This design comes from an exercise in tuning for small area, a short achievable clock period and few clock cycles on the open sky130 flow, not from production work. In this exercise RTL edits were held to simulation tests only and were not proved equivalent to the original. Power and IR drop assume default switching activity.

## alpha
## Histograma
module Histograma (
    input  wire        clk,
    input  wire        reset,             
    input  wire [13:0] data_ener,
    input  wire [5:0]  data_cant,
    input  wire        enable,
    input  wire        escritura_signal,
    input  wire [9:0]  dir_inicio,
    output reg  [13:0] hist_data,
    output reg  [9:0]  hist_addr,
    output reg         r_w_hist,
    output reg  [10:0] cant_ener_addr,
    output wire        r_w_cant_ener,
    output reg         fin_signal
);
==> flow/config.mk <==
export PLATFORM = sky130hd
export DESIGN_NAME = Histograma
export DESIGN_NICKNAME = Histograma
export VERILOG_FILES = /design/flow/design.v
export SDC_FILE = /design/flow/constraint.sdc
export NUM_CORES = 4
export LEC_CHECK = 0
export CAP_MARGIN = 20
export CORE_MARGIN = 2
export CORE_UTILIZATION = 70
export CTS_CLUSTER_DIAMETER = 80
export CTS_CLUSTER_SIZE = 28
export SETUP_SLACK_MARGIN = 4.25
export SLEW_MARGIN = 20
==> flow/constraint.sdc <==
create_clock -name core_clock -period 6.5 [get_ports {clk}]
set_input_delay 1.3000 -clock core_clock [delete_from_list [all_inputs] [get_ports {clk}]]
set_output_delay 1.3000 -clock core_clock [all_outputs]
set_load 0.01 [all_outputs]
standard.sh (not shown) runs the stock make flow with config.mk's settings and CLKGATE_MAP_FILE= SYNTH_SCRIPT=/design/flow/synth_recipe.tcl, a recipe that flattens the netlist after the stock synthesis.
==> flow/flow/run.sh <==
#!/bin/bash
# The standard layout, with the resizer free to swap cells across footprints
# and the ports buffered with the smallest buffer (the resizer sizes them up
# where timing needs).
set -euo pipefail
bash standard.sh MATCH_CELL_FOOTPRINT=0 "BUFFER_PORTS_ARGS=-buffer_cell sky130_fd_sc_hd__buf_1" finish > flow_make.log 2>&1
alpha did not stop at any stage, and its layout met the timing, design-rule and antenna checks.
Testbench counts of alpha, summed over its fixed seeds: cycles 19,861.
Relative to alpha, the following input files were edited for beta:
- a change of CTS_CLUSTER_SIZE from 28 to 22
- a change of SETUP_SLACK_MARGIN from 4.25 to 4.3
- a change of CORE_UTILIZATION from 70 to 55
==> run notes <==
The flow did not stop early for beta: all stages ran, and the layout cleared the timing, design-rule and antenna checks. Compared with alpha, beta supports a higher clock frequency. Total power was higher in the run labelled beta. Share of the clock period used by the worst path after layout on beta is down relative to alpha. Relative to alpha, final standard cell utilization of the core has gone down in beta. Compared with alpha, beta shows a lower maximum number of pins on one net before global-route repair. Looking at count of clock-net buffers in the final layout across alpha and beta, the one that comes out lower is alpha.
For gamma, these inputs were changed with respect to beta:
- swapping 22 for 25 in CTS_CLUSTER_SIZE
- swapping 4.3 for 4.15 in SETUP_SLACK_MARGIN
- swapping 55 for 70 in CORE_UTILIZATION
--- outcome ---
- Looking at maximum cell stage delay along the critical path, gamma sits 20 ps lower than beta does.
- Per the comparison of gamma with beta, maximum frequency increased by 0.0044 GHz relative to the old numbers, minimum setup slack after placement increased by 40 ps relative to the old numbers, clock-pin slew on the worst setup and hold paths closely matched the old numbers.
- gamma ended with more average vias per placed instance than beta.
- The final layout from gamma, which completed every stage, passed the timing, design-rule and antenna checks at the end of the flow.
- beta: flow completed, timing, DRC and antenna clean
- Wire: gamma routes less than beta
- Between gamma and beta, the difference in insertion delay to the later sink of the worst-skew pair is negligible.


Starting RTL as in the previous note.
Design Histograma, start of the top module:
module Histograma (
    input  wire        clk,
    input  wire        reset,             
    input  wire [13:0] data_ener,
    input  wire [5:0]  data_cant,
    input  wire        enable,
    input  wire        escritura_signal,
    input  wire [9:0]  dir_inicio,
    output reg  [13:0] hist_data,
    output reg  [9:0]  hist_addr,
    output reg         r_w_hist,
    output reg  [10:0] cant_ener_addr,
    output wire        r_w_cant_ener,
    output reg         fin_signal
);
export LEC_CHECK = 0
export CAP_MARGIN = 20
export CORE_MARGIN = 2
export CORE_UTILIZATION = 65
export CTS_CLUSTER_DIAMETER = 80
export CTS_CLUSTER_SIZE = 25
export SETUP_SLACK_MARGIN = 4.25
export SLEW_MARGIN = 20
create_clock -name core_clock -period 6.5 [get_ports {clk}]
Scripts as last shown in full above: flow/flow/run.sh
Testbench counts at the start, summed over its fixed seeds: cycles 19,861.
==> next run, changes <==
Settings changed: CORE_UTILIZATION 65 to 70, SETUP_SLACK_MARGIN 4.25 to 3.95.
Result:
- combinational power drops by 22%
- routed wire length drops by 6.3%
- fmax drops by 7.2%
- die area drops by 7.0%
- total power drops by 2.8%
- worst hold slack gets worse by 0.031 ns
- first-iteration DRC count climbs by 5.4%
- synthesized area does not change
- clock-buffer cell count climbs by 1
==> next run, changes <==
Settings changed: CORE_UTILIZATION 70 to 65, CTS_CLUSTER_SIZE 25 to 22, SETUP_SLACK_MARGIN 3.95 to 4.25.
After rerunning:
- combinational power rose by 28%
- routed wire length came out higher by 7.0%
- count of clock-buffer cells in the layout went up by 5
- clock skew stays flat
- final cell count went up by 4.6%
- first-iteration DRC count went down by 4.0%


## job 4824
Starting RTL as in the previous note.
Settings: LEC_CHECK=0, CAP_MARGIN=20, CORE_MARGIN=2, CORE_UTILIZATION=75, CTS_CLUSTER_DIAMETER=80, CTS_CLUSTER_SIZE=25, SETUP_SLACK_MARGIN=4.15, SLEW_MARGIN=20; clock period 6.5 ns.
Scripts as last shown in full above: flow/flow/run.sh
Testbench counts of job 4824, summed over its fixed seeds: cycles 19,861.
--- input diff job 4824..job 9061 ---
- changing CORE_UTILIZATION from 75 to 70
- changing SETUP_SLACK_MARGIN from 4.15 to 4.05
[summary]
Between job 9061 and job 4824, the difference in multi-input gate share of the layout cell area is negligible.
Mean instance size in the synthesized netlist: job 9061 vs job 4824, no meaningful difference
Job 9061 vs job 4824, length of the first detailed-routing pass in iterations went down by 11.
#### Input delta (job 8370 over job 9061)
- SETUP_SLACK_MARGIN: 4.05 -> 4.25
- CTS_CLUSTER_SIZE: 25 -> 22
- CORE_UTILIZATION: 70 -> 55
--- outcome ---
Job 8370: full flow OK, the timing, design-rule and antenna checks passed
Of job 8370 and job 9061, job 9061 shows the lower combinational power, with job 8370 above it.
[job 8370] layout buffering overhead excluding clock cells rose 3.9 points relative to job 9061
Delta (job 8370 minus job 9061): relative area change from synthesis to final layout has increased; total length of routed met2 wires has increased.
In terms of maximum cell stage delay along the critical path, job 8370 and job 9061 differ only marginally.
Number of tapcells (job 8370 over job 9061): increase, 83
The die area of job 8370 was inferior to that of job 9061.
As of job 8370, post-detailed-routing wire length had risen by more than 10% compared to job 9061.

[separate check: timing with driven ports]
The flow's constraints put no driver on any port. The routed layouts listed below were extracted and timed again, unchanged, in two steps. Step 1: set_driving_cell puts a clkbuf_16 on clk and a buf_2 on each other input, an assumption about the parent block. Step 2, shift: input delay + t, output delay - t, t = (earliest + latest rising clock arrival at the registers) / 2. This alone moves slack from input paths to output paths. Three values: no drivers, after step 1, after step 2; two values: the first two.
run	shift t [ns]	setup slack, ns	worst setup path after step 2	latest minus earliest clock arrival (ns)	worst register clock-pin slew, ns
alpha	0.607	4.097 / 4.043 / 3.725	input to register	0.017 / 0.017	0.11 / 0.11
beta	0.631	4.114 / 4.056 / 3.798	input to register	0.021 / 0.021	0.09 / 0.09
gamma	0.609	4.138 / 4.085 / 3.670	input to register	0.026 / 0.026	0.10 / 0.10
the first run of note 2	0.617	4.091 / 4.037 / 3.760	input to register	0.020 / 0.020	0.10 / 0.10
the second run of note 2	0.605	3.904 / 3.904 / 3.552	input to register	0.020 / 0.019	0.10 / 0.10
the third run of note 2	0.629	4.092 / 4.037 / 3.749	input to register	0.018 / 0.019	0.09 / 0.09
job 4824	0.609	4.114 / 4.062 / 3.653	input to register	0.024 / 0.024	0.10 / 0.10
job 9061	0.593	4.068 / 4.019 / 3.664	input to register	0.042 / 0.041	0.10 / 0.10
job 8370	0.641	4.068 / 4.011 / 3.731	input to register	0.025 / 0.025	0.09 / 0.09
After both steps setup and hold are still met in every run listed. The setup slack of gamma, which loses most, moves by -0.053 ns with the drivers and by -0.468 ns with both steps.
